What follows belongs to an exercise in optimizing a design on an open flow for small area; a production flow would make more cautious choices. The RTL was checked by simulation tests, not by an equivalence proof against the original design. In runs 1, 2, 4, 6 and 7 the design's own scripts or RTL, not TritonCTS, make the clock network. The clock input has no modelled driver; a real chip could not lean on it and would need a root buffer or a full tree. Power is estimated from default activity; no workload was simulated.

==> flow/design.v <==
module block_break (CLOCK_50, reset, SW, KEY,
 VGA_R, VGA_G, VGA_B, VGA_BLANK_N, VGA_CLK,
 VGA_HS, VGA_VS, VGA_SYNC_N);
	input CLOCK_50, reset;
	input [2:0] KEY, SW;
	output [7:0] VGA_R, VGA_G, VGA_B;
	output VGA_BLANK_N, VGA_CLK, VGA_HS, VGA_VS, VGA_SYNC_N;
	reg pe;           
	reg [9:0] h;      
	reg [8:0] v;      
	reg [9:0] ca;     
	reg [9:0] cm;     
	reg [8:0] mpy;    
	reg [7:0] col;    
	wire h_end = h[9] & h[8] & (&h[4:0]);                  
	wire game_en = pe & h[9] & ~h[7] & (&h[6:1]) & ~h[0]   
	               & (&v[8:5]);                            
	wire idle = mpy[8] & mpy[7] & mpy[6];
	wire fire = game_en & idle & ~KEY[2];
	wire at_right = ca[9] & ca[8] & ~ca[4] & ~ca[2];       
	wire at_left = ca[9] & ca[6] & ca[5] & ca[3] & ca[1];  
	wire mv_right = game_en & ~KEY[0] & ~at_right;
	wire mv_left = game_en & KEY[0] & ~KEY[1] & ~at_left;
	wire m_le600 = ~(cm[9] & cm[8]) & (cm >= 10'd37);      
	wire hit = (mpy == 9'd99) & m_le600;
	always @(posedge CLOCK_50 or posedge reset)
		if (reset) pe <= 1'b1;
		else pe <= ~pe;
	always @(posedge CLOCK_50 or posedge reset)
		if (reset) h <= 10'd799;
		else if (pe) h <= h_end ? 10'd0 : h + 10'd1;
	always @(posedge CLOCK_50 or posedge reset)
		if (reset) v <= 9'd511;
		else if (pe & h_end) v <= v + 9'd1;
	wire [1:0] ca_k = mv_right ? 2'd0 : mv_left ? 2'd2 : 2'd1;
	wire [10:0] ca_s = ca + ca_k;
	wire ca_wrap = ca[9] & ca[8] & (&ca[4:1]) & (ca[0] ? ca_k != 2'd0 : ca_k == 2'd2);
	always @(posedge CLOCK_50 or posedge reset)
		if (reset) ca <= 10'd459;
		else if (pe) ca <= ca_wrap ? {9'd0, ca[0] & ca_k[1]} : ca_s[9:0];
	wire cm_end = cm[9] & cm[8] & (&cm[4:0]);
	always @(posedge CLOCK_50)
		if (fire) cm <= ca;
		else if (pe) cm <= cm_end ? 10'd0 : cm + 10'd1;
	always @(posedge CLOCK_50 or posedge reset)
		if (reset) mpy[8:6] <= 3'b111;
		else if (game_en) begin
			if (idle) begin
				if (~KEY[2]) mpy[8:6] <= 3'b110;
			end else mpy[8:6] <= mpy[8:6] - {2'b00, mpy[5:0] == 6'd0};
		end
	always @(posedge CLOCK_50)
		if (game_en) begin
			if (idle) begin
				if (~KEY[2]) mpy[5:0] <= 6'b010000;
			end else mpy[5:0] <= mpy[5:0] - 6'd1;
		end
	always @(posedge CLOCK_50 or posedge reset)
		if (reset) col <= 8'hB0;
		else if (game_en & hit & (col != 8'h00)) col <= col - 8'h01;
	wire hvis = ~(h[9] & (h[8] | h[7]));                    
	wire arow = (v >= 9'd400) & (v <= 9'd420);
	wire [4:0] ad = v[5:0] - 6'd16;                         
	wire [5:0] ahs = ca[4:0] + ad;
	wire airplane = arow & (((ca[9:5] == 5'd0) & (ca[4:0] <= ad)) | (ca[9] & ca[8] & ahs[5]));
	wire [8:0] mdv = v - mpy;
	wire mrow = ~idle & (mdv <= 9'd6);                      
	wire [2:0] md = mdv[2:0];
	wire missile = mrow & (((cm[9:3] == 7'd0) & (cm[2:0] < md)) |
	                       (cm[9] & cm[8] & cm[4] & cm[3] & (~cm[2:0] <= md)));
	assign VGA_R = {{4{hvis & airplane}}, 4'h0};
	assign VGA_B = {{4{hvis & missile}}, 4'h0};
	assign VGA_G = (hvis & (v <= 9'd100)) ? col : 8'h00;
	assign VGA_HS = ~((h >= 10'd659) & (h <= 10'd755));
	assign VGA_VS = ~((v == 9'd493) | (v == 9'd494));
	assign VGA_BLANK_N = VGA_HS & VGA_VS;
	assign VGA_CLK = pe;
	assign VGA_SYNC_N = 1'b0;
endmodule
==> flow/flow/run.sh <==
#!/bin/bash
# Layout flow: the standard flow (standard.sh), with three changes:
#  - synthesis maps the logic with an area-oriented ABC script (flow/area.abc)
#    and without Yosys's full/half-adder extraction; everything else in the
#    synthesis (synth_recipe.tcl, ORFS synth.tcl, flip-flop mapping) is unchanged;
#  - the port buffers are buf_1 cells;
#  - instead of a CTS tree, the clock port drives one clkbuf_8 per quadrant of
#    flip-flops (flow/cts_pre.tcl, flow/clkbuf.tcl).
set -euo pipefail
F=$(pwd)
rm -rf "$F/scr"
cp -r "$FLOW_HOME/scripts" "$F/scr"
cp "$F/flow/area.abc" "$F/scr/abc_speed.script"
# same synthesis script as the standard flow's, pointed at the copied scripts folder
{
  echo "set ::env(SCRIPTS_DIR) $F/scr"
  echo "set ::env(ADDER_MAP_FILE) {}"
  sed -e "s|\$::env(SCRIPTS_DIR)/synth.tcl|$F/scr/synth.tcl|" synth_recipe.tcl
} > "$F/my_synth.tcl"
sed -e "s|SYNTH_SCRIPT=[^ ]*|SYNTH_SCRIPT=$F/my_synth.tcl|" standard.sh > "$F/my_standard.sh"
bash "$F/my_standard.sh" synth > "$F/synth.log" 2>&1
export BUFFER_PORTS_ARGS="-buffer_cell sky130_fd_sc_hd__buf_1"
export PRE_CTS_TCL="$F/flow/cts_pre.tcl"
bash standard.sh > "$F/layout.log" 2>&1
==> flow/flow/area.abc <==
strash
&get -n
&deepsyn -I 8 -J 50
&put
dch -f
amap
topo
==> flow/flow/clkbuf.tcl <==
# Clock distribution without CTS: the flip-flops are split into up to four
# groups by quadrant around their centre, and each group gets one clock
# buffer, driven by the clock port.
proc my_clock_buffers { buf_cell } {
  set block [ord::get_db_block]
  set clknet [$block findNet CLOCK_50]
  set sinks {}
  foreach it [$clknet getITerms] { lappend sinks $it }
  set xs 0; set ys 0
  foreach it $sinks {
    set b [[$it getInst] getBBox]
    set xs [expr {$xs + ([$b xMin] + [$b xMax]) / 2}]
    set ys [expr {$ys + ([$b yMin] + [$b yMax]) / 2}]
  }
  set n [llength $sinks]
  set cx [expr {$xs / $n}]; set cy [expr {$ys / $n}]
  array set grp {}
  foreach it $sinks {
    set b [[$it getInst] getBBox]
    set q [expr {(([$b xMin] + [$b xMax]) / 2 >= $cx) + 2 * ((([$b yMin] + [$b yMax]) / 2) >= $cy)}]
    lappend grp($q) $it
  }
  set master [[ord::get_db] findMaster $buf_cell]
  foreach q [lsort [array names grp]] {
    set xs 0; set ys 0
    foreach it $grp($q) {
      set b [[$it getInst] getBBox]
      set xs [expr {$xs + ([$b xMin] + [$b xMax]) / 2}]
      set ys [expr {$ys + ([$b yMin] + [$b yMax]) / 2}]
    }
    set m [llength $grp($q)]
    set inst [odb::dbInst_create $block $master clkbuf_q$q]
    set net [odb::dbNet_create $block clknet_q$q]
    $net setSigType CLOCK
    foreach it $grp($q) { $it disconnect; $it connect $net }
    [$inst findITerm A] connect $clknet
    [$inst findITerm X] connect $net
    $inst setLocation [expr {$xs / $m}] [expr {$ys / $m}]
    $inst setPlacementStatus PLACED
    puts "clock buffer clkbuf_q$q drives $m flip-flops"
  }
}
==> flow/flow/cts_pre.tcl <==
# Runs in ORFS's cts.tcl just before clock_tree_synthesis: the clock gets one
# clkbuf_8 per quadrant of flip-flops instead of a CTS tree, and the CTS call
# that follows is skipped.
source [file dirname [info script]]/clkbuf.tcl
my_clock_buffers sky130_fd_sc_hd__clkbuf_8
detailed_placement
set_propagated_clock [all_clocks]
rename clock_tree_synthesis {}
proc clock_tree_synthesis { args } { puts "clock_tree_synthesis skipped: clock buffers placed by cts_pre.tcl" }
==> flow/standard.sh <==
#!/bin/bash
# synth_recipe.tcl (not shown) runs the flow's synth.tcl, then flattens the netlist and writes it again
# the make line also repeats each setting of config.mk as NAME=value (left out here)
make -C /OpenROAD-flow-scripts/flow DESIGN_CONFIG=/design/flow/config.mk WORK_HOME=/design/flow/orfs CLKGATE_MAP_FILE= SYNTH_SCRIPT=/design/flow/synth_recipe.tcl "${@:-finish}"
==> flow/config.mk <==
export PLATFORM = sky130hd
export DESIGN_NAME = block_break
export DESIGN_NICKNAME = block_break
export VERILOG_FILES = /design/flow/design.v
export SDC_FILE = /design/flow/constraint.sdc
export NUM_CORES = 4
export LEC_CHECK = 0
export CAP_MARGIN = 20
export CORE_MARGIN = 2
export CORE_UTILIZATION = 40
export SLEW_MARGIN = 20
==> flow/constraint.sdc <==
create_clock -name core_clock -period 20.0 [get_ports {CLOCK_50}]
set_input_delay 4.0000 -clock core_clock [delete_from_list [all_inputs] [get_ports {CLOCK_50}]]
set_output_delay 4.0000 -clock core_clock [all_outputs]
set_load 0.01 [all_outputs]
==> run summary, run 1 <==
# TYPE chip_impl_metric gauge
chip_impl_metric{name="worst_pin_slew",unit="ps"} 891
chip_impl_metric{name="fp.dieH",unit="µm"} 93.2
chip_impl_metric{name="power_frac_seq",unit=""} 0.700
chip_impl_info{name="critPathLaunchType",value="register"} 1
chip_impl_metric{name="final_hold_violation_count",unit=""} 0
chip_impl_metric{name="grt_start_max_net_pins",unit=""} 42
chip_impl_metric{name="postRouteWirelength",unit="µm"} 6520
chip_impl_metric{name="clock-skew-final",unit="ps"} 15.5
chip_impl_metric{name="hold_crit_depth",unit=""} 2
chip_impl_metric{name="route.vias.total",unit=""} 2611
chip_impl_metric{name="clk-insertion-delay-late",unit="ps"} 150
chip_impl_metric{name="cts.reportedPaths.clkPinSlew",unit="ps"} 100
chip_impl_metric{name="antenna_cells_inserted",unit=""} 0
chip_impl_info{name="cell_chain_of_the_critical_path",value="nor2_1, a21oi_1, clkinv_1, nor3_1, nor2_1, o21ai_0, nor2_1, a221oi_1, a211oi_1, a31oi_1, nor3_1, buf_1"} 1
chip_impl_metric{name="drv_cap",unit=""} 0
chip_impl_metric{name="reg2reg_slack",unit="ps"} 16180
chip_impl_metric{name="pwr-share-clk",unit=""} 0.283
chip_impl_info{name="crit_family",value="compound AO/OA/AOI/OAI gates"} 1
chip_impl_metric{name="async_reset_ff_frac",unit=""} 0.719
chip_impl_metric{name="yosysWarnings",unit=""} 1
chip_impl_metric{name="nets",unit=""} 420
chip_impl_info{name="result_of_the_run",value="complete, no violations"} 1
chip_impl_info{name="crit_path_frequent_cell",value="sky130_fd_sc_hd__nor2_1"} 1
chip_impl_info{name="top_cells_by_area_in_the_synthesized_netlist",value="sky130_fd_sc_hd__dfstp_2, sky130_fd_sc_hd__edfxtp_1, sky130_fd_sc_hd__dfrtp_1"} 1
chip_impl_metric{name="global_route.overflow_total",unit=""} 0
chip_impl_metric{name="drt-pass1-iter-count",unit=""} 4
chip_impl_metric{name="drt.antenna.violating_nets",unit=""} 0
chip_impl_metric{name="timing.hold.ws",unit="ps"} 462
chip_impl_metric{name="period_share",unit=""} 0.337
chip_impl_metric{name="crit_cells",unit=""} 12
chip_impl_metric{name="design.die.area",unit="mm²"} 0.00868
chip_impl_metric{name="leakagePower",unit="nW"} 1.26
chip_impl_metric{name="post_cts.repair.setup_buffers",unit=""} 0
chip_impl_metric{name="fin_tns_setup",unit="ps"} 0
chip_impl_metric{name="comb_power_share",unit=""} 0.017
chip_impl_metric{name="path_buf_inv",unit=""} 2
chip_impl_metric{name="ys_ff_latch",unit=""} 57
chip_impl_metric{name="post_synth_instance_area",unit="mm²"} 0.00318
chip_impl_metric{name="ctsHoldBuffers",unit=""} 0
chip_impl_metric{name="final.fill_count",unit=""} 774
chip_impl_info{name="rsz_0062_raised_after_global_routing",value="no"} 1
chip_impl_metric{name="cts_resized",unit=""} 0
chip_impl_metric{name="drc",unit=""} 0
chip_impl_info{name="hold_path.class",value="reg2reg"} 1
chip_impl_metric{name="normalized_max_slew_margin",unit=""} 0.401
chip_impl_metric{name="synth_cell_types",unit=""} 35
chip_impl_info{name="synthDominantAreaCellType",value="sky130_fd_sc_hd__dfstp_2"} 1
chip_impl_metric{name="post_drt_wl_per_cell",unit="µm"} 12.7
chip_impl_metric{name="crit_path_max_incr_delay",unit="ps"} 630
chip_impl_metric{name="finish.utilization",unit=""} 0.437
chip_impl_info{name="synth_ff_type",value="sky130_fd_sc_hd__dfstp_2"} 1
chip_impl_metric{name="avgViaCountPerCell",unit=""} 5.10
chip_impl_metric{name="first_global_vias",unit=""} 2431
chip_impl_metric{name="synth.top_cell.area_share",unit=""} 0.239
chip_impl_metric{name="period_needed",unit="ps"} 6740
chip_impl_metric{name="power.share.switching",unit=""} 0.190
chip_impl_metric{name="clock.fmax",unit="MHz"} 148
chip_impl_metric{name="std_cell_rows",unit=""} 32
chip_impl_metric{name="number_of_enable_flip_flop_cells_after_synthesis",unit=""} 16
chip_impl_info{name="ranking_of_synthesized_cells_by_instance_count",value="sky130_fd_sc_hd__nor2_1, sky130_fd_sc_hd__clkinv_1, sky130_fd_sc_hd__nand2_1"} 1
chip_impl_metric{name="dpl.hpwl",unit="µm"} 5110
chip_impl_metric{name="crit_arrival",unit="ps"} 2740
chip_impl_metric{name="critical_path.max_fanout",unit=""} 8
chip_impl_metric{name="placement.setup.worst_slack",unit="ps"} 13460
chip_impl_metric{name="area_delta_synth_final",unit="%"} 6.10
chip_impl_info{name="critical-path-slowest-cell",value="sky130_fd_sc_hd__dfstp_2"} 1
chip_impl_metric{name="chipWidth",unit="µm"} 93.2
chip_impl_metric{name="worst_r2r_path_depth",unit=""} 9
chip_impl_metric{name="slew_viol_final",unit=""} 0
chip_impl_metric{name="power_density",unit="mW/mm²"} 50.6
chip_impl_metric{name="synth.yosys.seq_area_share",unit=""} 0.485
chip_impl_metric{name="initial_antenna_violation_count",unit=""} 0
chip_impl_metric{name="internal-power",unit="W"} 0.000138
chip_impl_metric{name="grt_first_pass_wirelength",unit="µm"} 11300
chip_impl_info{name="critPathKind",value="reg2out"} 1
chip_impl_metric{name="ir_worst_vdd",unit="mV"} 0.0358
chip_impl_metric{name="drt_iter0_markers",unit=""} 143
chip_impl_info{name="post-synth-top-count-cell",value="sky130_fd_sc_hd__nor2_1"} 1
chip_impl_metric{name="required",unit="ps"} 16000
chip_impl_metric{name="netlist_instances",unit=""} 389
chip_impl_metric{name="synth_area_per_cell",unit="µm²"} 8.18
chip_impl_metric{name="fraction_of_final_layout_cells_sized_beyond_drive_strength_1",unit=""} 0.0829
chip_impl_metric{name="gp_congestion",unit=""} 0.829
chip_impl_metric{name="tot_gr_track_use",unit=""} 0.155
chip_impl_metric{name="switchingPower",unit="W"} 0.0000324
chip_impl_metric{name="ios",unit=""} 37
chip_impl_metric{name="final-setup-viol-count",unit=""} 0
chip_impl_metric{name="design.core.area",unit="mm²"} 0.00773
chip_impl_metric{name="setup_slack",unit="ps"} 13260
chip_impl_metric{name="buffer_ports.inserted",unit=""} 24
chip_impl_metric{name="start_util",unit=""} 0.412
chip_impl_info{name="worst_setup_path_end_kind",value="primary output"} 1
## cell type report
cell class / count / area (µm²) / area share
timing repair buffer: 25 / 97.6 / 0.0289
inverter: 65 / 244 / 0.0723
buffer: 4 / 55.1 / 0.0163
tap: 102 / 128 / 0.0378
sequential: 57 / 1540 / 0.457
multi-input combinational: 259 / 1310 / 0.388
## worst paths after layout
kind / endpoint / startpoint
min in group asynchronous: h[6] / reset
hold reg to reg: col[7] / col[7]
setup / recovery: VGA_B[5] / v[1]
setup reg to reg: cm[7] / pe
max in group asynchronous: mpy[6] / reset
hold / removal: col[7] / col[7]
## stage by stage
stage                     cells  total power [W]  cell area, µm²
after floorplan             397         0.000125            3210
after global placement      508         0.000125            3320
after detailed placement    508         0.000125            3320
after CTS                   512         0.000172            3380
after global routing        512         0.000176            3380
final                       512         0.000171            3380
## metal layers
metal / track usage / part of all wire / vias to the layer above
met5: 0 / 0 / -
met4: 0.0233 / 0.016 / 0
met3: 0.0121 / 0.031 / 6
met2: 0.257 / 0.45 / 44
met1: 0.228 / 0.51 / 1194
li1: - / - / 1367
## state kept, by name, indices dropped and copies added, names as in the netlist
signal,cells
cm,10
h,10
mpy,9
ca,10
v,9
pe,1
col,8
## cells in the final DEF, fill, tap and decap left out, drive strengths merged
| cell | netlist | layout |
|---|---|---|
| a21oi | 26 | 26 |
| clkbuf | 0 | 4 |
| or3 | 1 | 1 |
| a31oi | 4 | 4 |
| nand2b | 1 | 1 |
| a21o | 4 | 4 |
| o2111ai | 5 | 5 |
| a211oi | 5 | 5 |
| clkinv | 65 | 65 |
| o32ai | 5 | 5 |
| o221ai | 3 | 3 |
| a221oi | 1 | 1 |
| dfstp | 29 | 29 |
| or4 | 2 | 2 |
| nor2 | 76 | 76 |
| buf | 16 | 25 |
| o21a | 9 | 9 |
| a22oi | 2 | 2 |
| a222oi | 1 | 1 |
| nor2b | 4 | 4 |
| o22ai | 8 | 8 |
| o211ai | 2 | 2 |
| o31ai | 1 | 1 |
| o41a | 1 | 1 |
| nand3 | 5 | 5 |
| and3 | 2 | 2 |
| a2111oi | 1 | 1 |
| nor4 | 2 | 2 |
| o21ai | 27 | 27 |
| nand2 | 34 | 34 |
| edfxtp | 16 | 16 |
| dfrtp | 12 | 12 |
| nand4 | 3 | 3 |
| conb | 1 | 9 |
| nor3 | 15 | 15 |
## cells by family after synthesis
family | synth area share
flops | 0.485
compound gates | 0.209
other cells | 0.00118
buf+inv | 0.113
simple gates | 0.192
## power by group through the flow
stage | sequential [W] | clock [W] | combinational (W)
2_1_floorplan | 0.000122 | 0 | 0.00000337
3_3_place_gp | 0.000122 | 0 | 0.00000311
3_5_place_dp | 0.000122 | 0 | 0.00000308
4_1_cts | 0.000119 | 0.0000495 | 0.00000308
5_1_grt | 0.000119 | 0.0000532 | 0.00000350
6_report | 0.000119 | 0.0000483 | 0.00000294
## worst min-delay path, stage by stage (launching register included)
cell and delay [ps]:
sky130_fd_sc_hd__dfstp_2 380, sky130_fd_sc_hd__clkinv_1 50, sky130_fd_sc_hd__a21oi_1 40
==> run 2, diff against run 1 <==
--- a/flow/config.mk
+++ b/flow/config.mk
@@ -9,3 +9,3 @@
 export CORE_MARGIN = 2
-export CORE_UTILIZATION = 40
+export CORE_UTILIZATION = 65
 export SLEW_MARGIN = 20
==> run 2 against run 1 <==
Against the previous run:
- still clean on timing, DRC and antenna
- combinational power decreased by 2%
- core utilization rose by 27 points
- sequential share of layout area is 0.60 points higher
- global-route usage rose by 9.1 points
- routed wire length decreased by 3.7%
- synthesized cell count stayed put
- highest routed layer unchanged
==> run summary, run 2 <==
# TYPE chip_impl_metric gauge
chip_impl_info{name="result_of_the_run",value="complete, no violations"} 1
chip_impl_metric{name="area_delta_synth_final",unit="%"} 4.72
chip_impl_metric{name="ys_ff_latch",unit=""} 57
chip_impl_metric{name="final.fill_count",unit=""} 384
chip_impl_metric{name="clock.fmax",unit="MHz"} 149
chip_impl_metric{name="clock-skew-final",unit="ps"} 5.48
chip_impl_metric{name="post_dp_cell_area",unit="mm²"} 0.00328
chip_impl_metric{name="worst_pin_slew",unit="ps"} 863
chip_impl_metric{name="clk-insertion-delay-late",unit="ps"} 150
chip_impl_info{name="post-synth-top-count-cell",value="sky130_fd_sc_hd__nor2_1"} 1
chip_impl_metric{name="ir_worst_vdd",unit="mV"} 0.0580
chip_impl_metric{name="drt.antenna.violating_nets",unit=""} 0
chip_impl_metric{name="std_cell_rows",unit=""} 25
chip_impl_metric{name="synth.top_cell.area_share",unit=""} 0.239
chip_impl_metric{name="dpl.hpwl",unit="µm"} 4900
chip_impl_metric{name="required",unit="ps"} 16000
chip_impl_metric{name="design.die.area",unit="mm²"} 0.00547
chip_impl_metric{name="timing.hold.ws",unit="ps"} 457
chip_impl_metric{name="number_of_enable_flip_flop_cells_after_synthesis",unit=""} 16
chip_impl_info{name="synth_ff_type",value="sky130_fd_sc_hd__dfstp_2"} 1
chip_impl_metric{name="crit_path_max_incr_delay",unit="ps"} 620
chip_impl_metric{name="critical_path.max_fanout",unit=""} 8
chip_impl_metric{name="area.sequential",unit="mm²"} 0.00154
chip_impl_metric{name="async_reset_ff_frac",unit=""} 0.719
chip_impl_metric{name="slew_viol_final",unit=""} 0
chip_impl_metric{name="synth_cell_types",unit=""} 35
chip_impl_metric{name="synth_area_per_cell",unit="µm²"} 8.18
chip_impl_metric{name="chipWidth",unit="µm"} 74.0
chip_impl_info{name="critical-path-slowest-cell",value="sky130_fd_sc_hd__dfstp_2"} 1
chip_impl_info{name="crit_path_frequent_cell",value="sky130_fd_sc_hd__nor2_1"} 1
chip_impl_metric{name="final_hold_violation_count",unit=""} 0
chip_impl_metric{name="normalized_max_slew_margin",unit=""} 0.421
chip_impl_metric{name="fin_tns_setup",unit="ps"} 0
chip_impl_metric{name="fraction_of_final_layout_cells_sized_beyond_drive_strength_1",unit=""} 0.0829
chip_impl_metric{name="global_route.overflow_total",unit=""} 0
chip_impl_metric{name="placement.setup.worst_slack",unit="ps"} 13480
chip_impl_metric{name="setup_slack",unit="ps"} 13270
chip_impl_metric{name="finalInstanceArea",unit="mm²"} 0.00333
chip_impl_info{name="top_cells_by_area_in_the_synthesized_netlist",value="sky130_fd_sc_hd__dfstp_2, sky130_fd_sc_hd__edfxtp_1, sky130_fd_sc_hd__dfrtp_1"} 1
chip_impl_metric{name="leakagePower",unit="nW"} 1.26
chip_impl_metric{name="design.core.area",unit="mm²"} 0.00472
chip_impl_metric{name="cts.reportedPaths.clkPinSlew",unit="ps"} 90
chip_impl_metric{name="antenna_cells_inserted",unit=""} 0
chip_impl_info{name="most-common-layout-cells",value="sky130_fd_sc_hd__nor2_1, sky130_fd_sc_hd__clkinv_1, sky130_fd_sc_hd__nand2_1"} 1
chip_impl_info{name="rsz_0062_raised_after_global_routing",value="no"} 1
chip_impl_info{name="critPathKind",value="reg2out"} 1
chip_impl_info{name="layout_commonest_cell",value="sky130_fd_sc_hd__nor2_1"} 1
chip_impl_info{name="synthDominantAreaCellType",value="sky130_fd_sc_hd__dfstp_2"} 1
chip_impl_metric{name="post_drt_wl_per_cell",unit="µm"} 13.2
chip_impl_metric{name="gp_congestion",unit=""} 0.867
chip_impl_metric{name="first_global_vias",unit=""} 2435
chip_impl_metric{name="drv_cap",unit=""} 0
chip_impl_metric{name="period_share",unit=""} 0.337
chip_impl_metric{name="initial_antenna_violation_count",unit=""} 0
chip_impl_metric{name="netlist_instances",unit=""} 389
chip_impl_metric{name="synth.yosys.seq_area_share",unit=""} 0.485
chip_impl_metric{name="drt_iter0_markers",unit=""} 147
chip_impl_metric{name="grt_first_pass_wirelength",unit="µm"} 10800
chip_impl_metric{name="ios",unit=""} 37
chip_impl_metric{name="power_density",unit="mW/mm²"} 50.7
chip_impl_metric{name="reg2reg_slack",unit="ps"} 16220
chip_impl_info{name="worst_setup_path_end_kind",value="primary output"} 1
chip_impl_metric{name="nets",unit=""} 420
chip_impl_info{name="critPathLaunchType",value="register"} 1
chip_impl_info{name="ranking_of_synthesized_cells_by_instance_count",value="sky130_fd_sc_hd__nor2_1, sky130_fd_sc_hd__clkinv_1, sky130_fd_sc_hd__nand2_1"} 1
chip_impl_metric{name="postRouteWirelength",unit="µm"} 6270
chip_impl_metric{name="post_cts.repair.setup_buffers",unit=""} 0
chip_impl_metric{name="multiInputGateArea",unit="mm²"} 0.00131
chip_impl_metric{name="crit_arrival",unit="ps"} 2730
chip_impl_metric{name="fp.dieH",unit="µm"} 74.0
chip_impl_metric{name="buffer_ports.inserted",unit=""} 24
chip_impl_metric{name="drc",unit=""} 0
chip_impl_metric{name="grt_start_max_net_pins",unit=""} 42
chip_impl_metric{name="yosysWarnings",unit=""} 1
chip_impl_metric{name="route.vias.total",unit=""} 2698
chip_impl_metric{name="tot_gr_track_use",unit=""} 0.246
chip_impl_info{name="cell_chain_of_the_critical_path",value="nor2_1, a21oi_1, clkinv_1, nor3_1, nor2_1, o21ai_0, nor2_1, a221oi_1, a211oi_1, a31oi_1, nor3_1, buf_1"} 1
chip_impl_metric{name="cts_resized",unit=""} 0
chip_impl_metric{name="final-setup-viol-count",unit=""} 0
chip_impl_metric{name="avgViaCountPerCell",unit=""} 5.66
chip_impl_metric{name="period_needed",unit="ps"} 6730
chip_impl_metric{name="start_util",unit=""} 0.674
chip_impl_metric{name="post_synth_instance_area",unit="mm²"} 0.00318
chip_impl_info{name="layout_top_registers",value="ca x10, cm x10, h x10"} 1
chip_impl_metric{name="drt-pass1-iter-count",unit=""} 4
chip_impl_metric{name="ctsHoldBuffers",unit=""} 0
chip_impl_info{name="hold_path.class",value="reg2reg"} 1
run 2: report_power, final:
group	total (W)	internal (W)	leakage (nW)	switching [W]
clock network	0.0000468	0.0000185	0.0288	0.0000283
registers	0.000119	0.000119	0.626	0
logic	0.00000289	0.000000397	0.608	0.00000250
total	0.000169	0.000138	1.26	0.0000308
run 2: worst paths after layout:
kind                        start       end  cells after the start
setup / recovery             v[1]  VGA_B[7]                     12
hold / removal             col[7]    col[7]                      2
setup reg to reg               pe      v[8]                     18
hold reg to reg            col[7]    col[7]                      2
max in group asynchronous   reset      h[3]                      3
min in group asynchronous   reset      h[7]                      3
run 2: final cells by class:
| cell class | count | share of cell area |
|---|---|---|
| plain buffers | 4 | 0.0165 |
| inverters | 65 | 0.0732 |
| multi-input cells | 259 | 0.393 |
| flip-flops and latches | 57 | 0.463 |
| well taps | 67 | 0.0252 |
| repair buffers | 25 | 0.0293 |
run 2: cells by family after synthesis:
logic type | after synthesis | share of synthesized area
AO/OA/AOI/OAI | 105 | 0.209
other | 1 | 0.00118
flip-flops | 57 | 0.485
buffers and inverters | 81 | 0.113
AND/OR/NAND/NOR | 145 | 0.192
run 2: stage by stage:
step | std cells | power [W] | util
CTS | 477 | 0.000170 | 0.705
finish | 477 | 0.000169 | 0.705
global route | 477 | 0.000174 | 0.705
floorplan | 397 | 0.000125 | -
global placement | 473 | 0.000125 | 0.694
detailed placement | 473 | 0.000125 | 0.694
run 2: per-layer routing:
metal,GRT usage,part of all wire
met1,0.361,0.48
met2,0.419,0.46
met3,0.00949,0.041
met4,0.0465,0.019
met5,0,0
run 2: worst max-delay path: cells and delay by family, from the launching register on:
kind	cells	cell delay [ps]
and+or+nand+nor	5	580
AOI/OAI and AO/OA	5	1140
buffers and inverters	2	260
DFF	1	620
==> run 3, diff against run 2 <==
==> flow/design.v (replaced) <==
module block_break (CLOCK_50, reset, SW, KEY,
 VGA_R, VGA_G, VGA_B, VGA_BLANK_N, VGA_CLK,
 VGA_HS, VGA_VS, VGA_SYNC_N);
	input CLOCK_50, reset;
	input [2:0] KEY, SW;
	output [7:0] VGA_R, VGA_G, VGA_B;
	output VGA_BLANK_N, VGA_CLK, VGA_HS, VGA_VS, VGA_SYNC_N;
	localparam [9:0] H0 = 10'd799, CA0 = 10'd459;
	localparam [8:0] V0 = 9'd511;
	localparam [7:0] COL0 = 8'hB0;
	reg pe_q;          
	reg [9:0] h_q;     
	reg [8:0] v_q;     
	reg [9:0] ca_q;    
	reg [9:0] cm;      
	reg mst;           
	reg [8:0] mv;      
	reg [7:0] col_q;   
	wire pe = ~pe_q;
	wire [9:0] h = h_q ^ H0;
	wire [8:0] v = v_q ^ V0;
	wire [9:0] ca = ca_q ^ CA0;
	wire [7:0] col = col_q ^ COL0;
	wire h_end = h[9] & h[8] & (&h[4:0]);                  
	wire line_end = pe & h_end;
	wire game_en = pe & h[9] & ~h[7] & (&h[6:1]) & ~h[0]   
	               & (&v[8:5]);                            
	wire fire = game_en & ~mst & ~KEY[2];
	wire land = game_en & (mv == v);                       
	wire at_right = ca[9] & ca[8] & ~ca[4] & ~ca[2];       
	wire at_left = ca[9] & ca[6] & ca[5] & ca[3] & ca[1];  
	wire mv_right = game_en & ~KEY[0] & ~at_right;
	wire mv_left = game_en & KEY[0] & ~KEY[1] & ~at_left;
	wire hit = pe & (h == 10'd729) & (&v) & mst & (mv >= 9'd413) & (mv <= 9'd444) & (|cm[9:7]);
	always @(posedge CLOCK_50 or posedge reset)
		if (reset) pe_q <= 1'b0;
		else pe_q <= pe;
	always @(posedge CLOCK_50 or posedge reset)
		if (reset) h_q <= 10'd0;
		else h_q <= (line_end ? 10'd0 : h + {9'd0, pe}) ^ H0;
	always @(posedge CLOCK_50 or posedge reset)
		if (reset) v_q <= 9'd0;
		else v_q <= (v + {8'd0, line_end}) ^ V0;
	wire [1:0] ca_k = mv_right ? 2'd0 : mv_left ? 2'd2 : {1'b0, pe};
	wire [10:0] ca_s = ca + ca_k;
	wire ca_wrap = ca[9] & ca[8] & (&ca[4:1]) & (ca[0] ? ca_k != 2'd0 : ca_k == 2'd2);
	always @(posedge CLOCK_50 or posedge reset)
		if (reset) ca_q <= 10'd0;
		else ca_q <= (ca_wrap ? {9'd0, ca[0] & ca_k[1]} : ca_s[9:0]) ^ CA0;
	wire cm_end = cm[9] & cm[8] & (&cm[4:0]);
	always @(posedge CLOCK_50)
		if (fire) cm <= ca;
		else cm <= (pe & cm_end) ? 10'd0 : cm + {9'd0, pe};
	always @(posedge CLOCK_50 or posedge reset)
		if (reset) mst <= 1'b0;
		else if (fire) mst <= 1'b1;
		else if (land) mst <= 1'b0;
	always @(posedge CLOCK_50)
		if (fire) mv <= {3'b001, v[4], ~v[4], v[3:0]};
		else mv <= mv + {8'd0, line_end | game_en};
	always @(posedge CLOCK_50 or posedge reset)
		if (reset) col_q <= 8'd0;
		else col_q <= (col - {7'd0, hit & (col != 8'h00)}) ^ COL0;
	wire hvis = ~(h[9] & (h[8] | h[7]));                    
	wire arow = (v >= 9'd400) & (v <= 9'd420);
	wire [5:0] a_lo = {ca[4], ~ca[4], ca[3:0]};             
	wire [5:0] a_hi = {~ca[4], ca[4], ~ca[3:0]};            
	wire airplane = arow & (((ca[9:5] == 5'd0) & (a_lo <= v[5:0])) |
	                        (ca[9] & ca[8] & (a_hi < v[5:0])));
	wire mrow = mst & (mv[8:3] == 6'd0) & (mv[2:0] != 3'd7);
	wire [2:0] md = mv[2:0];
	wire missile = mrow & (((cm[9:3] == 7'd0) & (cm[2:0] < md)) |
	                       (cm[9] & cm[8] & cm[4] & cm[3] & (~cm[2:0] <= md)));
	assign VGA_R = {{4{hvis & airplane}}, 4'h0};
	assign VGA_B = {{4{hvis & missile}}, 4'h0};
	assign VGA_G = (hvis & (v <= 9'd100)) ? col : 8'h00;
	assign VGA_HS = ~(h[9] & h[7] & (h[6:0] >= 7'd19) & (h[6:0] <= 7'd115));
	assign VGA_VS = ~((v[8:2] == 7'b1111011) & (v[1] ^ v[0]));    
	assign VGA_BLANK_N = VGA_HS & VGA_VS;
	assign VGA_CLK = pe;
	assign VGA_SYNC_N = 1'b0;
endmodule
==> flow/flow/area.abc (replaced) <==
strash
&get -n
&deepsyn -I 8 -J 50
&put
dch -f
amap
mfs3 -a
topo
==> run 3 against run 2 <==
Against the previous run:
- the flow now stops in 1_2_yosys
==> run summary, run 3 <==
# TYPE chip_impl_metric gauge
chip_impl_info{name="outcome.stop_stage",value="1_2_yosys"} 1
chip_impl_info{name="firstError",value="ERROR: ABC failed with status 6"} 1
chip_impl_metric{name="yosysWarnings",unit=""} 1
chip_impl_info{name="result_of_the_run",value="aborted with a tool error"} 1
==> run 4, diff against run 3 <==
==> flow/flow/area.abc (replaced) <==
strash
&get -n
&deepsyn -I 8 -J 50
&put
dch -f
amap
topo
==> run 4 against run 3 <==
Against the previous run:
- now clean on timing, DRC and antenna
==> run summary, run 4 <==
# TYPE chip_impl_metric gauge
chip_impl_metric{name="synth_area_per_cell",unit="µm²"} 7.94
chip_impl_metric{name="power_density",unit="mW/mm²"} 66.1
chip_impl_metric{name="final_hold_violation_count",unit=""} 0
chip_impl_metric{name="pwr-share-clk",unit=""} 0.232
chip_impl_info{name="ranking_of_synthesized_cells_by_instance_count",value="sky130_fd_sc_hd__nor2_1, sky130_fd_sc_hd__clkinv_1, sky130_fd_sc_hd__dfrtp_1"} 1
chip_impl_info{name="critical-path-slowest-cell",value="sky130_fd_sc_hd__dfrtp_1"} 1
chip_impl_metric{name="synth_cell_types",unit=""} 41
chip_impl_metric{name="postRouteWirelength",unit="µm"} 6210
chip_impl_metric{name="crit_arrival",unit="ps"} 2170
chip_impl_metric{name="cts_resized",unit=""} 0
chip_impl_metric{name="power.share.switching",unit=""} 0.262
chip_impl_metric{name="grt_first_pass_wirelength",unit="µm"} 10500
chip_impl_metric{name="normalized_max_slew_margin",unit=""} 0.466
chip_impl_metric{name="worst_pin_slew",unit="ps"} 780
chip_impl_metric{name="post_drt_wl_per_cell",unit="µm"} 13.9
chip_impl_metric{name="power_frac_seq",unit=""} 0.652
chip_impl_metric{name="post_synth_instance_area",unit="mm²"} 0.00296
chip_impl_metric{name="design.die.area",unit="mm²"} 0.00510
chip_impl_metric{name="drt_iter0_markers",unit=""} 134
chip_impl_metric{name="buffer_ports.inserted",unit=""} 24
chip_impl_metric{name="ios",unit=""} 37
chip_impl_metric{name="drt-pass1-iter-count",unit=""} 5
chip_impl_metric{name="tot_gr_track_use",unit=""} 0.249
chip_impl_info{name="synthDominantAreaCellType",value="sky130_fd_sc_hd__dfrtp_1"} 1
chip_impl_info{name="critPathLaunchType",value="register"} 1
chip_impl_metric{name="internal-power",unit="W"} 0.000151
chip_impl_metric{name="required",unit="ps"} 16000
chip_impl_metric{name="fp.dieH",unit="µm"} 71.4
chip_impl_metric{name="post_dp_cell_area",unit="mm²"} 0.00304
chip_impl_metric{name="first_global_vias",unit=""} 2280
chip_impl_metric{name="period_share",unit=""} 0.309
chip_impl_info{name="rsz_0062_raised_after_global_routing",value="no"} 1
chip_impl_metric{name="antenna_cells_inserted",unit=""} 0
chip_impl_info{name="critPathKind",value="reg2out"} 1
chip_impl_metric{name="nets",unit=""} 404
chip_impl_metric{name="ir_worst_vdd",unit="mV"} 0.0621
chip_impl_metric{name="number_of_enable_flip_flop_cells_after_synthesis",unit=""} 0
chip_impl_info{name="top_cells_by_area_in_the_synthesized_netlist",value="sky130_fd_sc_hd__dfrtp_1, sky130_fd_sc_hd__dfxtp_1, sky130_fd_sc_hd__nor2_1"} 1
chip_impl_info{name="result_of_the_run",value="complete, no violations"} 1
chip_impl_metric{name="comb_power_share",unit=""} 0.116
chip_impl_metric{name="reg2reg_slack",unit="ps"} 15660
chip_impl_metric{name="drt.antenna.violating_nets",unit=""} 0
chip_impl_metric{name="fin_tns_setup",unit="ps"} 0
chip_impl_metric{name="slew_viol_final",unit=""} 0
chip_impl_metric{name="cts.reportedPaths.clkPinSlew",unit="ps"} 90
chip_impl_metric{name="clk-insertion-delay-late",unit="ps"} 160
chip_impl_metric{name="gp_congestion",unit=""} 0.911
chip_impl_metric{name="leakagePower",unit="nW"} 1.16
chip_impl_info{name="crit_path_frequent_cell",value="sky130_fd_sc_hd__o221ai_1"} 1
chip_impl_metric{name="netlist_instances",unit=""} 372
chip_impl_info{name="post-synth-top-count-cell",value="sky130_fd_sc_hd__nor2_1"} 1
chip_impl_metric{name="dpl.hpwl",unit="µm"} 4780
chip_impl_metric{name="switchingPower",unit="W"} 0.0000535
chip_impl_metric{name="initial_antenna_violation_count",unit=""} 0
chip_impl_metric{name="synth.top_cell.area_share",unit=""} 0.330
chip_impl_metric{name="period_needed",unit="ps"} 6170
chip_impl_info{name="cell_chain_of_the_critical_path",value="a211oi_1, o22ai_1, o221ai_1, o221ai_1, o21a_1, o22a_1, nor4_1, buf_1"} 1
chip_impl_metric{name="global_route.overflow_total",unit=""} 0
chip_impl_info{name="synth_ff_type",value="sky130_fd_sc_hd__dfrtp_1"} 1
chip_impl_info{name="layout_commonest_cell",value="sky130_fd_sc_hd__nor2_1"} 1
chip_impl_metric{name="final.fill_count",unit=""} 373
chip_impl_metric{name="start_util",unit=""} 0.679
chip_impl_metric{name="yosysWarnings",unit=""} 1
chip_impl_info{name="layout_top_registers",value="ca_q x10, cm x10, h_q x10"} 1
chip_impl_info{name="worst_setup_path_end_kind",value="primary output"} 1
chip_impl_metric{name="avgViaCountPerCell",unit=""} 5.90
chip_impl_metric{name="drv_cap",unit=""} 0
chip_impl_metric{name="chipWidth",unit="µm"} 71.4
chip_impl_metric{name="std_cell_rows",unit=""} 24
chip_impl_metric{name="finalInstanceArea",unit="mm²"} 0.00309
chip_impl_metric{name="grt_start_max_net_pins",unit=""} 40
chip_impl_metric{name="critical_path.max_fanout",unit=""} 8
chip_impl_metric{name="final-setup-viol-count",unit=""} 0
chip_impl_metric{name="clock.fmax",unit="MHz"} 162
chip_impl_metric{name="ys_ff_latch",unit=""} 58
chip_impl_metric{name="async_reset_ff_frac",unit=""} 0.672
chip_impl_metric{name="drc",unit=""} 0
chip_impl_metric{name="ctsHoldBuffers",unit=""} 0
chip_impl_metric{name="synth.yosys.seq_area_share",unit=""} 0.459
chip_impl_metric{name="fraction_of_final_layout_cells_sized_beyond_drive_strength_1",unit=""} 0.0127
chip_impl_metric{name="clock-skew-final",unit="ps"} 16.4
chip_impl_metric{name="crit_path_max_incr_delay",unit="ps"} 460
chip_impl_metric{name="area_delta_synth_final",unit="%"} 4.57
chip_impl_metric{name="design.core.area",unit="mm²"} 0.00435
chip_impl_info{name="most-common-layout-cells",value="sky130_fd_sc_hd__nor2_1, sky130_fd_sc_hd__clkinv_1, sky130_fd_sc_hd__dfrtp_1"} 1
chip_impl_info{name="hold_path.class",value="reg2reg"} 1
chip_impl_metric{name="route.vias.total",unit=""} 2631
chip_impl_metric{name="post_cts.repair.setup_buffers",unit=""} 0
-- run 4: path summary, 6_finish.rpt --
check                      startpoint       end  depth (start not counted)
hold / removal                  mv[8]     mv[8]                          1
max in group asynchronous       reset    v_q[5]                          3
min in group asynchronous       reset    h_q[3]                          3
hold reg to reg                 mv[8]     mv[8]                          1
setup reg to reg               h_q[0]    v_q[8]                         25
setup / recovery              ca_q[1]  VGA_R[4]                          8
-- run 4: critical path: cells and delay by family (launching register included) --
kind	cells	cell delay, ps
compound gates	6	920
buf+inv	1	210
flops	1	460
simple gates	1	440
-- run 4: per-stage QoR --
step	total power (W)	hold slack, ps	setup WS (ps)	std cells	util
global route	0.000213	513	13600	446	0.710
CTS	0.000205	498	13810	446	0.710
detailed placement	0.000159	483	13720	442	0.697
global placement	0.000158	473	13850	442	0.697
floorplan	0.000152	448	13980	380	-
finish	0.000204	500	13830	446	0.710
-- run 4: cells by family (layout without fill, tap and decap cells) --
logic type      after synthesis  after routing  synth area share
simple gates                138            138             0.201
other cells                   1              9           0.00127
flops                        58             58             0.459
compound gates               95             95             0.218
buf+inv                      80             94             0.121
-- run 4: final cells by class --
type,count,area (µm²),share of cell area
repair buffers,25,97.6,0.0316
flip-flops and latches,58,1360,0.439
inverters,65,244,0.0789
well taps,52,65.1,0.0211
multi-input cells,242,1270,0.412
plain buffers,4,55.1,0.0178
-- run 4: power by group through the flow --
stage / logic, W / clock network, W / registers, W
final: 0.0000238 / 0.0000474 / 0.000133
after global routing: 0.0000268 / 0.0000518 / 0.000134
after CTS: 0.0000237 / 0.0000483 / 0.000133
after detailed placement: 0.0000237 / 0 / 0.000135
after global placement: 0.0000234 / 0 / 0.000135
after floorplan: 0.0000198 / 0 / 0.000132
-- run 4: layer usage --
| layer | wire length [µm] | up-vias | share of wire | GRT usage |
|---|---|---|---|---|
| li1 | - | 1334 | - | - |
| met1 | 3000 | 1201 | 0.48 | 0.402 |
| met2 | 2730 | 90 | 0.44 | 0.388 |
| met3 | 421 | 6 | 0.068 | 0.0169 |
| met4 | 59 | 0 | 0.0095 | 0.0210 |
| met5 | 0 | - | 0 | 0 |
==> run 5, diff against run 4 <==
--- a/flow/flow/run.sh
+++ b/flow/flow/run.sh
@@ -5,3 +5,4 @@
 #    synthesis (synth_recipe.tcl, ORFS synth.tcl, flip-flop mapping) is unchanged;
-#  - the port buffers are buf_1 cells;
+#  - the port buffers are buf_1 cells, and the one tie cell that synthesis
+#    makes drives all the constant outputs (no repair_tie_fanout);
 #  - instead of a CTS tree, the clock port drives one clkbuf_8 per quadrant of
@@ -22,2 +23,3 @@
 export BUFFER_PORTS_ARGS="-buffer_cell sky130_fd_sc_hd__buf_1"
+export SKIP_REPAIR_TIE_FANOUT=1
 export PRE_CTS_TCL="$F/flow/cts_pre.tcl"
==> flow/flow/area.abc (replaced) <==
strash
&get -n
&deepsyn -I 8 -J 50
&put
dch -f
amap
mfs3 -a
topo
==> run 5 against run 4 <==
Against the previous run:
- the run now fails in 1_2_yosys
==> run summary, run 5 <==
# TYPE chip_impl_metric gauge
chip_impl_info{name="firstError",value="ERROR: ABC failed with status 6"} 1
chip_impl_info{name="outcome.stop_stage",value="1_2_yosys"} 1
chip_impl_metric{name="yosysWarnings",unit=""} 1
chip_impl_info{name="result_of_the_run",value="aborted with a tool error"} 1
==> run 6, diff against run 5 <==
--- a/flow/design.v
+++ b/flow/design.v
@@ -28,3 +28,3 @@
 	wire fire = game_en & ~mst & ~KEY[2];
-	wire land = game_en & (mv == v);                       
+	wire land = game_en & (mv[8:5] == 4'hF) & (mv[4:0] == v[4:0]);  
 	wire at_right = ca[9] & ca[8] & ~ca[4] & ~ca[2];       
@@ -33,3 +33,5 @@
 	wire mv_left = game_en & KEY[0] & ~KEY[1] & ~at_left;
-	wire hit = pe & (h == 10'd729) & (&v) & mst & (mv >= 9'd413) & (mv <= 9'd444) & (|cm[9:7]);
+	wire h793 = h[9] & h[8] & h[4] & h[3] & ~h[2] & ~h[1] & h[0];   
+	wire hit = pe & h793 & (&v) & mst & (mv >= 9'd413) & (mv <= 9'd444) &
+	           (cm[9] | cm[8] | (cm[7] & cm[6]));
 	always @(posedge CLOCK_50 or posedge reset)
==> flow/flow/area.abc (replaced) <==
strash
&get -n
&deepsyn -I 8 -J 50
&put
dch -f
amap
topo
==> run 6 against run 5 <==
Against the previous run:
- now clean on timing, DRC and antenna
==> run summary, run 6 <==
# TYPE chip_impl_metric gauge
chip_impl_metric{name="period_needed",unit="ps"} 6150
chip_impl_metric{name="cts_resized",unit=""} 0
chip_impl_metric{name="design.die.area",unit="mm²"} 0.00513
chip_impl_metric{name="clk-insertion-delay-late",unit="ps"} 150
chip_impl_metric{name="fraction_of_final_layout_cells_sized_beyond_drive_strength_1",unit=""} 0.0153
chip_impl_metric{name="nets",unit=""} 403
chip_impl_metric{name="placement.setup.worst_slack",unit="ps"} 13870
chip_impl_metric{name="ys_ff_latch",unit=""} 58
chip_impl_metric{name="period_share",unit=""} 0.308
chip_impl_metric{name="post_cts.repair.setup_buffers",unit=""} 0
chip_impl_metric{name="async_reset_ff_frac",unit=""} 0.672
chip_impl_metric{name="clock.fmax",unit="MHz"} 163
chip_impl_metric{name="ios",unit=""} 37
chip_impl_metric{name="tot_gr_track_use",unit=""} 0.256
chip_impl_metric{name="buffer_ports.inserted",unit=""} 24
chip_impl_metric{name="postRouteWirelength",unit="µm"} 6250
chip_impl_info{name="result_of_the_run",value="complete, no violations"} 1
chip_impl_info{name="critPathKind",value="reg2out"} 1
chip_impl_metric{name="required",unit="ps"} 16000
chip_impl_info{name="top_cells_by_area_in_the_synthesized_netlist",value="sky130_fd_sc_hd__dfrtp_1, sky130_fd_sc_hd__dfxtp_1, sky130_fd_sc_hd__clkinv_1"} 1
chip_impl_metric{name="crit_path_max_incr_delay",unit="ps"} 370
chip_impl_metric{name="drc",unit=""} 0
chip_impl_metric{name="synth_cell_types",unit=""} 37
chip_impl_info{name="rsz_0062_raised_after_global_routing",value="no"} 1
chip_impl_metric{name="route.vias.total",unit=""} 2577
chip_impl_metric{name="final.fill_count",unit=""} 398
chip_impl_metric{name="slew_viol_final",unit=""} 0
chip_impl_metric{name="path_buf_inv",unit=""} 2
chip_impl_metric{name="cts.reportedPaths.clkPinSlew",unit="ps"} 100
chip_impl_info{name="cell_chain_of_the_critical_path",value="clkinv_1, o22ai_1, a31oi_1, a221oi_1, a221oi_1, a211oi_1, a31oi_1, nor3_1, buf_1"} 1
chip_impl_metric{name="antenna_cells_inserted",unit=""} 0
chip_impl_info{name="most-common-layout-cells",value="sky130_fd_sc_hd__clkinv_1, sky130_fd_sc_hd__nor2_1, sky130_fd_sc_hd__dfrtp_1"} 1
chip_impl_metric{name="area_delta_synth_final",unit="%"} 3.79
chip_impl_metric{name="number_of_enable_flip_flop_cells_after_synthesis",unit=""} 0
chip_impl_metric{name="synth_area_per_cell",unit="µm²"} 7.86
chip_impl_metric{name="normalized_max_slew_margin",unit=""} 0.553
chip_impl_metric{name="crit_arrival",unit="ps"} 2150
chip_impl_metric{name="chipWidth",unit="µm"} 71.6
chip_impl_info{name="hold_path.class",value="reg2reg"} 1
chip_impl_metric{name="ctsHoldBuffers",unit=""} 0
chip_impl_metric{name="ir_worst_vdd",unit="mV"} 0.0553
chip_impl_info{name="worst_setup_path_end_kind",value="primary output"} 1
chip_impl_metric{name="first_global_vias",unit=""} 2350
chip_impl_metric{name="avgViaCountPerCell",unit=""} 5.79
chip_impl_metric{name="final-setup-viol-count",unit=""} 0
chip_impl_info{name="critical-path-slowest-cell",value="sky130_fd_sc_hd__dfrtp_1"} 1
chip_impl_metric{name="leakagePower",unit="nW"} 1.03
chip_impl_metric{name="post_drt_wl_per_cell",unit="µm"} 14.0
chip_impl_metric{name="drt.antenna.violating_nets",unit=""} 0
chip_impl_info{name="synthDominantAreaCellType",value="sky130_fd_sc_hd__dfrtp_1"} 1
chip_impl_info{name="ranking_of_synthesized_cells_by_instance_count",value="sky130_fd_sc_hd__clkinv_1, sky130_fd_sc_hd__nor2_1, sky130_fd_sc_hd__dfrtp_1"} 1
chip_impl_info{name="layout_top_registers",value="ca_q x10, cm x10, h_q x10"} 1
chip_impl_metric{name="start_util",unit=""} 0.678
chip_impl_metric{name="gp_congestion",unit=""} 0.894
chip_impl_metric{name="netlist_instances",unit=""} 378
chip_impl_metric{name="grt_start_max_net_pins",unit=""} 40
chip_impl_metric{name="post_synth_instance_area",unit="mm²"} 0.00297
chip_impl_metric{name="fp.dieH",unit="µm"} 71.6
chip_impl_metric{name="std_cell_rows",unit=""} 24
chip_impl_metric{name="initial_antenna_violation_count",unit=""} 0
chip_impl_metric{name="final_hold_violation_count",unit=""} 0
chip_impl_info{name="synth_ff_type",value="sky130_fd_sc_hd__dfrtp_1"} 1
chip_impl_metric{name="fin_tns_setup",unit="ps"} 0
chip_impl_metric{name="dpl.hpwl",unit="µm"} 4800
chip_impl_metric{name="design.core.area",unit="mm²"} 0.00438
chip_impl_metric{name="synth.top_cell.area_share",unit=""} 0.328
chip_impl_metric{name="drv_cap",unit=""} 0
chip_impl_info{name="crit_family",value="compound AO/OA/AOI/OAI gates"} 1
chip_impl_metric{name="yosysWarnings",unit=""} 1
chip_impl_metric{name="worst_pin_slew",unit="ps"} 669
chip_impl_metric{name="drt-pass1-iter-count",unit=""} 4
chip_impl_info{name="critPathLaunchType",value="register"} 1
chip_impl_metric{name="finish.utilization",unit=""} 0.704
chip_impl_metric{name="synth.yosys.seq_area_share",unit=""} 0.456
chip_impl_metric{name="global_route.overflow_total",unit=""} 0
chip_impl_metric{name="grt_first_pass_wirelength",unit="µm"} 10700
chip_impl_metric{name="drt_iter0_markers",unit=""} 196
chip_impl_metric{name="clock-skew-final",unit="ps"} 18.5
chip_impl_metric{name="critical_path.max_fanout",unit=""} 7
chip_impl_metric{name="power_density",unit="mW/mm²"} 54.2
chip_impl_metric{name="setup_slack",unit="ps"} 13850
-- run 6: final timing paths --
check                      startpoint       end  slack (ps)  cells past startpoint
setup reg to reg               h_q[0]    v_q[8]       15820                     26
hold reg to reg               ca_q[6]     cm[6]         490                      1
min in group asynchronous       reset   ca_q[9]        3910                      3
max in group asynchronous       reset   ca_q[0]       15740                      3
hold / removal                ca_q[6]     cm[6]         490                      1
setup / recovery              ca_q[2]  VGA_R[6]       13850                      9
-- run 6: worst register-to-register path: stages, from the launching register on --
cell and delay, ps:
sky130_fd_sc_hd__dfrtp_1 430, sky130_fd_sc_hd__clkinv_1 80, sky130_fd_sc_hd__nand2_1 70, sky130_fd_sc_hd__nor2_1 140
sky130_fd_sc_hd__clkinv_1 90, sky130_fd_sc_hd__nor2_1 150, sky130_fd_sc_hd__clkinv_1 120, sky130_fd_sc_hd__nor2_1 130
sky130_fd_sc_hd__nand2_1 120, sky130_fd_sc_hd__nor3_1 510, sky130_fd_sc_hd__clkinv_1 320, sky130_fd_sc_hd__nor2_1 190
sky130_fd_sc_hd__clkinv_1 100, sky130_fd_sc_hd__nor2_1 130, sky130_fd_sc_hd__clkinv_1 100, sky130_fd_sc_hd__nor2_1 130
sky130_fd_sc_hd__clkinv_1 90, sky130_fd_sc_hd__nor2_1 130, sky130_fd_sc_hd__clkinv_1 90, sky130_fd_sc_hd__nor2_1 140
sky130_fd_sc_hd__clkinv_1 130, sky130_fd_sc_hd__nor2_1 140, sky130_fd_sc_hd__clkinv_1 90, sky130_fd_sc_hd__nor2_1 140
sky130_fd_sc_hd__clkinv_1 110, sky130_fd_sc_hd__nor2_1 110, sky130_fd_sc_hd__o22ai_1 90
-- run 6: final cells by class --
| class | count | area, µm² | area share |
|---|---|---|---|
| Buffer | 4 | 55.1 | 0.0178 |
| Tap cell | 52 | 65.1 | 0.0211 |
| Timing Repair Buffer | 26 | 105 | 0.0341 |
| Sequential cell | 58 | 1360 | 0.440 |
| Inverter | 67 | 251 | 0.0815 |
| Multi-Input combinational cell | 238 | 1250 | 0.406 |
-- run 6: metal layers --
metal	vias up	GRT usage	share of wire
met2	56	0.431	0.46
met1	1175	0.380	0.48
met4	0	0.0294	0.0098
li1	1340	-	-
met3	6	0.0169	0.046
met5	-	0	0
-- run 6: logic make-up after synthesis --
family | Yosys count | synth area share
flops | 58 | 0.456
buf+inv | 82 | 0.122
other cells | 1 | 0.00126
compound gates | 95 | 0.214
simple gates | 142 | 0.206
-- run 6: power by group --
group	switching, W	leakage (nW)	internal, W	total [W]
registers	0	0.599	0.000117	0.000117
clock network	0.0000295	0.0288	0.0000185	0.0000480
logic	0.00000247	0.403	0.000000359	0.00000283
-- run 6: metrics by stage --
| stage | cell area, µm² | hold WS (ps) | power [W] | instances |
|---|---|---|---|---|
| after floorplan | 2970 | 451 | 0.000122 | 378 |
| after global placement | 3030 | 467 | 0.000122 | 441 |
| after detailed placement | 3030 | 473 | 0.000122 | 441 |
| after CTS | 3090 | 489 | 0.000168 | 445 |
| after global routing | 3090 | 527 | 0.000172 | 445 |
| final | 3090 | 486 | 0.000167 | 445 |
==> run 7, diff against run 6 <==
--- a/flow/design.v
+++ b/flow/design.v
@@ -28,3 +28,3 @@
 	wire fire = game_en & ~mst & ~KEY[2];
-	wire land = game_en & (mv[8:5] == 4'hF) & (mv[4:0] == v[4:0]);  
+	wire land = game_en & (mv[3:0] == v[3:0]) & (v[4] ? (mv[8:4] == 5'd0) : (mv[8:4] == 5'h1F));
 	wire at_right = ca[9] & ca[8] & ~ca[4] & ~ca[2];       
@@ -34,3 +34,3 @@
 	wire h793 = h[9] & h[8] & h[4] & h[3] & ~h[2] & ~h[1] & h[0];   
-	wire hit = pe & h793 & (&v) & mst & (mv >= 9'd413) & (mv <= 9'd444) &
+	wire hit = pe & h793 & (&v) & mst & (mv >= 9'd429) & (mv <= 9'd460) &
 	           (cm[9] | cm[8] | (cm[7] & cm[6]));
@@ -60,3 +60,3 @@
 	always @(posedge CLOCK_50)
-		if (fire) mv <= {3'b001, v[4], ~v[4], v[3:0]};
+		if (fire) mv <= {4'b0011, v[4:0]};
 		else mv <= mv + {8'd0, line_end | game_en};
@@ -71,3 +71,3 @@
 	                        (ca[9] & ca[8] & (a_hi < v[5:0])));
-	wire mrow = mst & (mv[8:3] == 6'd0) & (mv[2:0] != 3'd7);
+	wire mrow = mst & (mv[8:3] == 6'b000010) & (mv[2:0] != 3'd7);
 	wire [2:0] md = mv[2:0];
==> run 7 against run 6 <==
Against the previous run:
- sequential share of layout area grew 0.27 points
- first-iteration DRC count down 2.0%
- core utilization rose by 0.054 points
- cell count decreased by 2.0%
- critical path depth is 4 lower
- clock skew about the same
- register-to-register slack improved by 690 ps
- power increased by 0.28%
- sequential cell count unchanged
- area after synthesis down 0.63%
==> run summary, run 7 <==
# TYPE chip_impl_metric gauge
chip_impl_info{name="result_of_the_run",value="complete, no violations"} 1
chip_impl_info{name="critPathKind",value="reg2out"} 1
chip_impl_metric{name="slew_viol_final",unit=""} 0
chip_impl_metric{name="drt.antenna.violating_nets",unit=""} 0
chip_impl_metric{name="power_density",unit="mW/mm²"} 54.7
chip_impl_info{name="synth_ff_type",value="sky130_fd_sc_hd__dfrtp_1"} 1
chip_impl_metric{name="postRouteWirelength",unit="µm"} 6230
chip_impl_metric{name="finish.utilization",unit=""} 0.704
chip_impl_metric{name="internal-power",unit="W"} 0.000136
chip_impl_metric{name="synth.top_cell.area_share",unit=""} 0.330
chip_impl_metric{name="ys_ff_latch",unit=""} 58
chip_impl_metric{name="async_reset_ff_frac",unit=""} 0.672
chip_impl_metric{name="clock-skew-final",unit="ps"} 18.4
chip_impl_metric{name="grt_start_max_net_pins",unit=""} 40
chip_impl_metric{name="route.vias.total",unit=""} 2579
chip_impl_metric{name="netlist_instances",unit=""} 369
chip_impl_metric{name="cts_resized",unit=""} 0
chip_impl_info{name="worst_setup_path_end_kind",value="primary output"} 1
chip_impl_metric{name="period_share",unit=""} 0.305
chip_impl_metric{name="grt_first_pass_wirelength",unit="µm"} 10800
chip_impl_info{name="critPathLaunchType",value="register"} 1
chip_impl_metric{name="design.core.area",unit="mm²"} 0.00435
chip_impl_metric{name="ctsHoldBuffers",unit=""} 0
chip_impl_metric{name="cts.reportedPaths.clkPinSlew",unit="ps"} 90
chip_impl_metric{name="std_cell_rows",unit=""} 24
chip_impl_metric{name="area_delta_synth_final",unit="%"} 3.81
chip_impl_metric{name="period_needed",unit="ps"} 6110
chip_impl_metric{name="synth_area_per_cell",unit="µm²"} 8.01
chip_impl_metric{name="p_total",unit="W"} 0.000168
chip_impl_metric{name="first_global_vias",unit=""} 2295
chip_impl_metric{name="buffer_ports.inserted",unit=""} 24
chip_impl_metric{name="comb_power_share",unit=""} 0.019
chip_impl_metric{name="fp.dieH",unit="µm"} 71.4
chip_impl_info{name="top_cells_by_area_in_the_synthesized_netlist",value="sky130_fd_sc_hd__dfrtp_1, sky130_fd_sc_hd__dfxtp_1, sky130_fd_sc_hd__nor2_1"} 1
chip_impl_metric{name="number_of_enable_flip_flop_cells_after_synthesis",unit=""} 0
chip_impl_metric{name="ios",unit=""} 37
chip_impl_metric{name="normalized_max_slew_margin",unit=""} 0.533
chip_impl_metric{name="post_drt_wl_per_cell",unit="µm"} 14.3
chip_impl_metric{name="power.share.switching",unit=""} 0.191
chip_impl_metric{name="placement.setup.worst_slack",unit="ps"} 13870
chip_impl_metric{name="dpl.hpwl",unit="µm"} 4800
chip_impl_metric{name="tot_gr_track_use",unit=""} 0.254
chip_impl_info{name="rsz_0062_raised_after_global_routing",value="no"} 1
chip_impl_metric{name="design.die.area",unit="mm²"} 0.00510
chip_impl_metric{name="clock.fmax",unit="MHz"} 164
chip_impl_metric{name="required",unit="ps"} 16000
chip_impl_metric{name="fraction_of_final_layout_cells_sized_beyond_drive_strength_1",unit=""} 0.0156
chip_impl_metric{name="initial_antenna_violation_count",unit=""} 0
-- run 7: cell count changes after synthesis, sizes merged, moves of 3 or more --
cell,delta
a21o,+5
a31oi,+3
and3,+3
clkinv,-9
nand2,-6
nand3,+4
nor3,-6
o221ai,-3
o32ai,-3
-- run 7: cell type report --
cell class / count / area [µm²]
inverter: 58 / 218
tap: 52 / 65.1
sequential: 58 / 1360
buffer: 4 / 55.1
multi-input combinational: 238 / 1270
timing repair buffer: 26 / 105
fill: 363 / 1290
-- run 7: path summary, 6_finish.rpt --
path | from | endpoint | slack, ps | depth (start not counted)
max | mv[2] | VGA_B[7] | 13890 | 5
min | mv[8] | mv[8] | 480 | 1
max reg2reg | h_q[0] | v_q[8] | 16510 | 18
min reg2reg | mv[8] | mv[8] | 480 | 1
max in group asynchronous | reset | h_q[7] | 15730 | 3
min in group asynchronous | reset | v_q[7] | 3910 | 3
-- run 7: layer usage --
layer  wire length, µm  part of all wire  vias to the layer above  track usage
li1                  -                 -                     1314            -
met2              2820              0.45                       77        0.403
met1              3050              0.49                     1181        0.402
met3               301             0.048                        7       0.0127
met4                62             0.010                        0       0.0252
met5                 0                 0                        -            0
-- run 7: cells by family after synthesis --
logic type	share of synthesized area
DFF	0.459
buffers and inverters	0.112
other	0.00127
and+or+nand+nor	0.196
AOI/OAI and AO/OA	0.229
xor gates and xnor gates	0.00297
-- run 7: stage by stage --
step	cells	hold WS [ps]
6_report	436	483
5_1_grt	436	526
4_1_cts	436	487
3_5_place_dp	432	472
3_3_place_gp	432	461
2_1_floorplan	369	444
-- run 7: power groups by stage --
stage	clock (W)	combinational [W]	sequential, W
final	0.0000479	0.00000318	0.000117
after global routing	0.0000519	0.00000380	0.000117
after CTS	0.0000480	0.00000331	0.000117
after detailed placement	0	0.00000331	0.000119
after global placement	0	0.00000327	0.000119
after floorplan	0	0.00000365	0.000119
-- run 7: critical path, stage by stage, from the launching register on --
cell	delay [ps]
sky130_fd_sc_hd__dfxtp_1	400
sky130_fd_sc_hd__clkinv_1	210
sky130_fd_sc_hd__a2111oi_0	460
sky130_fd_sc_hd__a31oi_1	170
sky130_fd_sc_hd__nor4_1	500
sky130_fd_sc_hd__buf_1	210

[separate check: timing with driven ports]
The flow's constraints put no driver on any port. The routed layouts listed below were extracted and timed again, unchanged, in two steps. Step 1, drivers: a clkbuf_16 drives CLOCK_50 and a buf_2 each remaining input, both assumed. Step 2 times the ports against the registers' clock, not the clock port: input delays grow and output delays shrink by t, the midpoint of the rising clock arrivals with the driver on. Slacks: ideal / step 1 / step 2; pairs: ideal / step 1.
| run | shift t [ns] | slack for setup (ns) | latest minus earliest clock arrival (ns) | worst slew at a driven data input, ns | cell pins on the clock port's net |
|---|---|---|---|---|---|
| run 1 | 0.208 | 13.258 / 13.197 / 13.405 | 0.015 / 0.016 | 0.03 | 4 |
| run 2 | 0.204 | 13.270 / 13.212 / 13.416 | 0.006 / 0.006 | 0.03 | 4 |
| run 4 | 0.209 | 13.825 / 13.766 / 13.689 | 0.016 / 0.016 | 0.03 | 4 |
| run 6 | 0.206 | 13.847 / 13.786 / 13.826 | 0.019 / 0.019 | 0.03 | 4 |
| run 7 | 0.200 | 13.893 / 13.839 / 13.833 | 0.018 / 0.018 | 0.03 | 4 |
After both steps every run listed still meets setup and hold. For run 4, which loses most, drivers alone change the setup slack by -0.059 ns; drivers and shift together by -0.136 ns.
